Background: an optimization exercise with open tools, aiming at small area. Do not read the settings as production practice.
Only simulation tests tie the RTL to the original design; equivalence was not proved.
Power figures rest on the tool's default switching activity, not on a simulated workload.

==> flow/design.v <==
`timescale 1ns / 1ps
module priority_encoder #
(
    parameter WIDTH = 4,
    parameter LSB_PRIORITY = "LOW"
)
(
    input  wire [WIDTH-1:0]         input_unencoded,
    output wire                     output_valid,
    output wire [$clog2(WIDTH)-1:0] output_encoded,
    output wire [WIDTH-1:0]         output_unencoded
);
parameter W1 = 2**$clog2(WIDTH);
parameter W2 = W1/2;
generate
    if (WIDTH == 1) begin
        assign output_valid = input_unencoded;
        assign output_encoded = 0;
    end else if (WIDTH == 2) begin
        assign output_valid = |input_unencoded;
        if (LSB_PRIORITY == "LOW") begin
            assign output_encoded = input_unencoded[1];
        end else begin
            assign output_encoded = ~input_unencoded[0];
        end
    end else begin
        wire [$clog2(W2)-1:0] out1, out2;
        wire valid1, valid2;
        priority_encoder #(
            .WIDTH(W2),
            .LSB_PRIORITY(LSB_PRIORITY)
        )
        priority_encoder_inst1 (
            .input_unencoded(input_unencoded[W2-1:0]),
            .output_valid(valid1),
            .output_encoded(out1)
        );
        priority_encoder #(
            .WIDTH(W2),
            .LSB_PRIORITY(LSB_PRIORITY)
        )
        priority_encoder_inst2 (
            .input_unencoded({{W1-WIDTH{1'b0}}, input_unencoded[WIDTH-1:W2]}),
            .output_valid(valid2),
            .output_encoded(out2)
        );
        assign output_valid = valid1 | valid2;
        if (LSB_PRIORITY == "LOW") begin
            assign output_encoded = valid2 ? {1'b1, out2} : {1'b0, out1};
        end else begin
            assign output_encoded = valid1 ? {1'b0, out1} : {1'b1, out2};
        end
    end
endgenerate
assign output_unencoded = 1 << output_encoded;
endmodule
`timescale 1ns / 1ps
module cam_srl #(
    parameter DATA_WIDTH = 64,
    parameter ADDR_WIDTH = 5,
    parameter SLICE_WIDTH = 4
)
(
    input  wire                     clk,
    input  wire                     rst,
    input  wire [ADDR_WIDTH-1:0]    write_addr,
    input  wire [DATA_WIDTH-1:0]    write_data,
    input  wire                     write_delete,
    input  wire                     write_enable,
    output wire                     write_busy,
    input  wire [DATA_WIDTH-1:0]    compare_data,
    output wire [2**ADDR_WIDTH-1:0] match_many,
    output wire [2**ADDR_WIDTH-1:0] match_single,
    output wire [ADDR_WIDTH-1:0]    match_addr,
    output wire                     match
);
localparam RING_BITS = 4;
localparam RING_LEN = 2**RING_BITS;
localparam RINGS = 2**(ADDR_WIDTH-RING_BITS);
localparam RAM_DEPTH = 2**ADDR_WIDTH;
reg [RING_BITS-1:0] rot_reg;
reg pend_reg;
reg [ADDR_WIDTH-1:0] pend_addr_reg;
reg [DATA_WIDTH-1:0] pend_data_reg;
reg pend_del_reg;
wire [RING_BITS-1:0] pend_slot = pend_addr_reg[RING_BITS-1:0] + rot_reg;
wire port_write = pend_reg && (pend_slot == {RING_BITS{1'b1}});
assign write_busy = pend_reg;
reg [DATA_WIDTH-1:0] slot_data[0:RAM_DEPTH-1];
reg [RAM_DEPTH-1:0] slot_valid;
reg [RAM_DEPTH-1:0] slot_match;
reg [RAM_DEPTH-1:0] entry_match;
reg [RAM_DEPTH-1:0] match_many_reg;
assign match_many = match_many_reg;
integer r, p;
localparam HI_GROUPS = (DATA_WIDTH + 2) / 3;
localparam LO_GROUPS = DATA_WIDTH / 2;
wire [DATA_WIDTH-1:0] compare_data_n = ~compare_data;
wire [HI_GROUPS-1:0] hi_ok[0:RAM_DEPTH-1];
wire [LO_GROUPS-1:0] lo_bad[0:RAM_DEPTH-1];
genvar gp, gb;
generate
    for (gp = 0; gp < RAM_DEPTH; gp = gp + 1) begin : cmp
        for (gb = 0; gb < HI_GROUPS; gb = gb + 1) begin : hi
            localparam N = (DATA_WIDTH - 3*gb < 3) ? DATA_WIDTH - 3*gb : 3;
            cam_cmp_hi #(
                .N(N)
            )
            cmp_hi_inst (
                .d(slot_data[gp][3*gb +: N]),
                .cn(compare_data_n[3*gb +: N]),
                .ok(hi_ok[gp][gb])
            );
        end
        for (gb = 0; gb < LO_GROUPS; gb = gb + 1) begin : lo
            cam_cmp_lo2 cmp_lo_inst (
                .d(slot_data[gp][2*gb +: 2]),
                .cn(compare_data_n[2*gb +: 2]),
                .bad(lo_bad[gp][gb])
            );
        end
    end
endgenerate
always @* begin
    for (p = 0; p < RAM_DEPTH; p = p + 1) begin
        slot_match[p] = slot_valid[p] && &hi_ok[p] && !(|lo_bad[p]);
    end
end
wire [RING_BITS-1:0] rot_n = ~rot_reg;
wire [RAM_DEPTH-1:0] rot_stage[0:RING_BITS];
assign rot_stage[0] = slot_match;
genvar gs, gr, ge;
generate
    for (gs = 0; gs < RING_BITS; gs = gs + 1) begin : rot
        for (gr = 0; gr < RINGS; gr = gr + 1) begin : ring
            for (ge = 0; ge < RING_LEN; ge = ge + 1) begin : ent
                cam_sel_n sel_inst (
                    .a(rot_stage[gs][gr*RING_LEN + (ge + 2**gs) % RING_LEN]),
                    .s(rot_reg[gs]),
                    .b(rot_stage[gs][gr*RING_LEN + ge]),
                    .sn(rot_n[gs]),
                    .y(rot_stage[gs+1][gr*RING_LEN + ge])
                );
            end
        end
    end
endgenerate
always @* begin
    for (r = 0; r < RINGS; r = r + 1) begin
        for (p = 0; p < RING_LEN; p = p + 1) begin
            entry_match[r*RING_LEN + p] = rot_stage[RING_BITS][r*RING_LEN + p]
                && !(pend_reg && pend_addr_reg == r*RING_LEN + p);
        end
    end
end
always @(posedge clk) begin
    match_many_reg <= entry_match;
end
wire [RINGS-1:0] port_sel;
wire [RINGS-1:0] port_sel_n = ~port_sel;
wire [DATA_WIDTH-1:0] port_data[0:RINGS-1];
genvar gd;
generate
    for (gr = 0; gr < RINGS; gr = gr + 1) begin : port
        assign port_sel[gr] = port_write && pend_addr_reg[ADDR_WIDTH-1:RING_BITS] == gr;
        for (gd = 0; gd < DATA_WIDTH; gd = gd + 1) begin : pbit
            cam_sel sel_inst (
                .a(pend_data_reg[gd]),
                .s(port_sel[gr]),
                .b(slot_data[gr*RING_LEN + RING_LEN - 1][gd]),
                .sn(port_sel_n[gr]),
                .y(port_data[gr][gd])
            );
        end
    end
endgenerate
always @(posedge clk) begin
    for (r = 0; r < RINGS; r = r + 1) begin
        for (p = 1; p < RING_LEN; p = p + 1) begin
            slot_data[r*RING_LEN + p] <= slot_data[r*RING_LEN + p - 1];
            slot_valid[r*RING_LEN + p] <= slot_valid[r*RING_LEN + p - 1] && !rst;
        end
        slot_data[r*RING_LEN] <= port_data[r];
        if (port_sel[r]) begin
            slot_valid[r*RING_LEN] <= !pend_del_reg && !rst;
        end else begin
            slot_valid[r*RING_LEN] <= slot_valid[r*RING_LEN + RING_LEN - 1] && !rst;
        end
    end
end
wire pend_load = !pend_reg && write_enable;
wire pend_load_n = ~pend_load;
wire [DATA_WIDTH-1:0] pend_data_next;
generate
    for (gd = 0; gd < DATA_WIDTH; gd = gd + 1) begin : pend_bit
        cam_sel sel_inst (
            .a(write_data[gd]),
            .s(pend_load),
            .b(pend_data_reg[gd]),
            .sn(pend_load_n),
            .y(pend_data_next[gd])
        );
    end
endgenerate
always @(posedge clk) begin
    pend_data_reg <= pend_data_next;
end
always @(posedge clk) begin
    if (rst) begin
        rot_reg <= 0;
        pend_reg <= 1'b0;
    end else begin
        rot_reg <= rot_reg + 1;
        if (!pend_reg) begin
            if (write_enable) begin
                pend_reg <= 1'b1;
            end
        end else if (port_write) begin
            pend_reg <= 1'b0;
        end
    end
    if (!pend_reg && write_enable) begin
        pend_addr_reg <= write_addr;
        pend_del_reg <= write_delete;
    end
end
priority_encoder #(
    .WIDTH(RAM_DEPTH),
    .LSB_PRIORITY("HIGH")
)
priority_encoder_inst (
    .input_unencoded(match_many_reg),
    .output_valid(match),
    .output_encoded(match_addr),
    .output_unencoded(match_single)
);
endmodule
module cam_cmp_hi #(
    parameter N = 3
)
(
    input  wire [N-1:0] d,
    input  wire [N-1:0] cn,
    output wire         ok
);
assign ok = ~|(d & cn);
endmodule
module cam_cmp_lo2 (
    input  wire [1:0] d,
    input  wire [1:0] cn,
    output wire       bad
);
assign bad = ~((d[0] | cn[0]) & (d[1] | cn[1]));
endmodule
module cam_sel (
    input  wire a,
    input  wire s,
    input  wire b,
    input  wire sn,
    output wire y
);
assign y = (a & s) | (b & sn);
endmodule
module cam_sel_n (
    input  wire a,
    input  wire s,
    input  wire b,
    input  wire sn,
    output wire y
);
assign y = ~((a | sn) & (b | s));
endmodule
export LEC_CHECK = 0
export CAP_MARGIN = 20
export CORE_MARGIN = 2
export CORE_UTILIZATION = 52
export CTS_BUF_LIST = sky130_fd_sc_hd__clkbuf_8
export CTS_CLUSTER_DIAMETER = 50
export CTS_CLUSTER_SIZE = 16
export SLEW_MARGIN = 20
export SYNTH_HIERARCHICAL = 1
create_clock -name core_clock -period 6.0 [get_ports {clk}]
standard.sh (not shown) runs the stock make flow with config.mk's settings and CLKGATE_MAP_FILE= SYNTH_SCRIPT=/design/flow/synth_recipe.tcl, a recipe that flattens the netlist after the stock synthesis.
==> flow/flow/run.sh <==
#!/bin/bash
# Layout flow: the standard ORFS flow (standard.sh) with two changes.
#  - Ports are buffered with sky130_fd_sc_hd__buf_2 instead of the default
#    buffer (clkdlybuf4s50_1); every input and output still gets one.
#  - Clock tree synthesis uses clkbuf_8 buffers, clusters of at most 16
#    sinks within 50 um, and adds no dummy loads.
# The run's full output is in standard.log; ORFS's per-step logs are under
# orfs/logs.
set -euo pipefail
export BUFFER_PORTS_ARGS="-buffer_cell sky130_fd_sc_hd__buf_2"
export CTS_ARGS="-sink_clustering_enable -repair_clock_nets -sink_clustering_size 16 -sink_clustering_max_diameter 50 -buf_list sky130_fd_sc_hd__clkbuf_8 -dont_use_dummy_load"
bash standard.sh finish > standard.log 2>&1
Next try:
--- a/flow/design.v
+++ b/flow/design.v
@@ -92,33 +92,46 @@
 reg [RAM_DEPTH-1:0] entry_match;
 reg [RAM_DEPTH-1:0] match_many_reg;
 assign match_many = match_many_reg;
 integer r, p;
 localparam HI_GROUPS = (DATA_WIDTH + 2) / 3;
 localparam LO_GROUPS = DATA_WIDTH / 2;
-wire [DATA_WIDTH-1:0] compare_data_n = ~compare_data;
+localparam CMP_GROUP = 8;
+wire [DATA_WIDTH-1:0] compare_data_n[0:RAM_DEPTH/CMP_GROUP-1];
+genvar gc;
+generate
+    for (gc = 0; gc < RAM_DEPTH/CMP_GROUP; gc = gc + 1) begin : cinv
+        cam_inv #(
+            .WIDTH(DATA_WIDTH)
+        )
+        inv_inst (
+            .a(compare_data),
+            .y(compare_data_n[gc])
+        );
+    end
+endgenerate
 wire [HI_GROUPS-1:0] hi_ok[0:RAM_DEPTH-1];
 wire [LO_GROUPS-1:0] lo_bad[0:RAM_DEPTH-1];
 genvar gp, gb;
 generate
     for (gp = 0; gp < RAM_DEPTH; gp = gp + 1) begin : cmp
         for (gb = 0; gb < HI_GROUPS; gb = gb + 1) begin : hi
             localparam N = (DATA_WIDTH - 3*gb < 3) ? DATA_WIDTH - 3*gb : 3;
             cam_cmp_hi #(
                 .N(N)
             )
             cmp_hi_inst (
                 .d(slot_data[gp][3*gb +: N]),
-                .cn(compare_data_n[3*gb +: N]),
+                .cn(compare_data_n[gp/CMP_GROUP][3*gb +: N]),
                 .ok(hi_ok[gp][gb])
             );
         end
         for (gb = 0; gb < LO_GROUPS; gb = gb + 1) begin : lo
             cam_cmp_lo2 cmp_lo_inst (
                 .d(slot_data[gp][2*gb +: 2]),
-                .cn(compare_data_n[2*gb +: 2]),
+                .cn(compare_data_n[gp/CMP_GROUP][2*gb +: 2]),
                 .bad(lo_bad[gp][gb])
             );
         end
     end
 endgenerate
 always @* begin
@@ -267,6 +280,15 @@
     input  wire b,
     input  wire sn,
     output wire y
 );
 assign y = ~((a | sn) & (b | s));
 endmodule
+module cam_inv #(
+    parameter WIDTH = 1
+)
+(
+    input  wire [WIDTH-1:0] a,
+    output wire [WIDTH-1:0] y
+);
+assign y = ~a;
+endmodule
Effect: Utilization drops by 1.4 points. Worst hold slack gets better by 0.020 ns. Setup slack gets better by 0.11 ns. Clock-buffer cell count is unchanged. Cell area drops by about 1.1%. Via count drops by 0.39%. Power is about the same. Die area climbs by about 1.1%. Cell count climbs by about 1.2%. Routed wire length climbs by about 1.1%. Combinational power hardly moves. Non-clock buffer count drops by 140.

== cedar ==
RTL: the design.v shown in full above, as it stands there.
==> flow/config.mk <==
export PLATFORM = sky130hd
export DESIGN_NAME = cam_srl
export DESIGN_NICKNAME = cam_srl
export VERILOG_FILES = /design/flow/design.v
export SDC_FILE = /design/flow/constraint.sdc
export NUM_CORES = 4
export LEC_CHECK = 0
export CAP_MARGIN = 20
export CORE_MARGIN = 2
export CORE_UTILIZATION = 52
export CTS_BUF_LIST = sky130_fd_sc_hd__clkbuf_8
export CTS_CLUSTER_DIAMETER = 50
export CTS_CLUSTER_SIZE = 16
export GPL_TIMING_DRIVEN = 0
export SLEW_MARGIN = 20
export SYNTH_HIERARCHICAL = 1
==> flow/constraint.sdc <==
create_clock -name core_clock -period 6.0 [get_ports {clk}]
set_input_delay 1.2000 -clock core_clock [delete_from_list [all_inputs] [get_ports {clk}]]
set_output_delay 1.2000 -clock core_clock [all_outputs]
set_load 0.01 [all_outputs]
==> flow/flow/run.sh <==
#!/bin/bash
# Layout flow: the standard ORFS flow (standard.sh) with two changes.
#  - Ports are buffered with sky130_fd_sc_hd__buf_1 instead of the default
#    buffer (clkdlybuf4s50_1); every input and output still gets one.
#  - Clock tree synthesis uses clkbuf_8 buffers, clusters of at most 16
#    sinks within 50 um, and adds no dummy loads.
# The run's full output is in standard.log; ORFS's per-step logs are under
# orfs/logs.
set -euo pipefail
export BUFFER_PORTS_ARGS="-buffer_cell sky130_fd_sc_hd__buf_1"
export CTS_ARGS="-sink_clustering_enable -repair_clock_nets -sink_clustering_size 16 -sink_clustering_max_diameter 50 -buf_list sky130_fd_sc_hd__clkbuf_8 -dont_use_dummy_load"
bash standard.sh finish > standard.log 2>&1
[inputs] maple vs cedar
--- a/flow/design.v
+++ b/flow/design.v
@@ -94,9 +94,22 @@
 assign match_many = match_many_reg;
 integer r, p;
 localparam HI_GROUPS = (DATA_WIDTH + 2) / 3;
 localparam LO_GROUPS = DATA_WIDTH / 2;
-wire [DATA_WIDTH-1:0] compare_data_n = ~compare_data;
+localparam CMP_GROUP = 8;
+wire [DATA_WIDTH-1:0] compare_data_n[0:RAM_DEPTH/CMP_GROUP-1];
+genvar gc;
+generate
+    for (gc = 0; gc < RAM_DEPTH/CMP_GROUP; gc = gc + 1) begin : cinv
+        cam_inv #(
+            .WIDTH(DATA_WIDTH)
+        )
+        inv_inst (
+            .a(compare_data),
+            .y(compare_data_n[gc])
+        );
+    end
+endgenerate
 wire [HI_GROUPS-1:0] hi_ok[0:RAM_DEPTH-1];
 wire [LO_GROUPS-1:0] lo_bad[0:RAM_DEPTH-1];
 genvar gp, gb;
 generate
@@ -107,16 +120,16 @@
                 .N(N)
             )
             cmp_hi_inst (
                 .d(slot_data[gp][3*gb +: N]),
-                .cn(compare_data_n[3*gb +: N]),
+                .cn(compare_data_n[gp/CMP_GROUP][3*gb +: N]),
                 .ok(hi_ok[gp][gb])
             );
         end
         for (gb = 0; gb < LO_GROUPS; gb = gb + 1) begin : lo
             cam_cmp_lo2 cmp_lo_inst (
                 .d(slot_data[gp][2*gb +: 2]),
-                .cn(compare_data_n[2*gb +: 2]),
+                .cn(compare_data_n[gp/CMP_GROUP][2*gb +: 2]),
                 .bad(lo_bad[gp][gb])
             );
         end
     end
@@ -269,4 +282,13 @@
     output wire y
 );
 assign y = ~((a | sn) & (b | s));
 endmodule
+module cam_inv #(
+    parameter WIDTH = 1
+)
+(
+    input  wire [WIDTH-1:0] a,
+    output wire [WIDTH-1:0] y
+);
+assign y = ~a;
+endmodule
[summary]
The flow for maple finished, though final verification flagged negative setup slack. Finished layout cell area sits lower in maple than in cedar. Changes observed in maple relative to cedar: count of placed standard cells in the final layout, fillers left out went up; leakage power total +0.38 nW; post-route core utilization went down; filler cell count in the final layout rose by 401.

==> separate check: timing with driven ports <==
Ports are ideal in the flow. The routed layouts listed here were re-timed in OpenROAD. Step 1, drivers: a clkbuf_16 drives clk and a buf_2 each remaining input, both assumed. Step 2 moves the port delays by t, midway between the first and last clock arrival at a register: inputs arrive t later, outputs are due t later. That takes back most of the time a late clock gives input paths. a / b / c = ideal ports / drivers / drivers and shift; a / b = the first two.
run | t (ns) | setup slack, ns | hold slack, ns | worst setup path at the end | pins driven straight from the clock port
the first run of note 1 | 0.995 | 1.113 / 1.035 / 0.348 | 0.288 / 0.288 / 0.288 | input to register | 1
the second run of note 1 | 0.989 | 1.222 / 1.145 / 0.356 | 0.308 / 0.308 / 0.308 | input to register | 1
cedar | 1.017 | 0.550 / 0.603 / -0.414 | 0.345 / 0.345 / 0.345 | input to register | 1
maple | 1.005 | -0.043 / 0.004 / -1.001 | 0.328 / 0.328 / 0.328 | input to register | 1
With both steps, setup timing fails in cedar, where it was met with ideal ports. The setup slack of cedar, which loses most, moves by +0.053 ns with the drivers and by -0.964 ns with both steps.
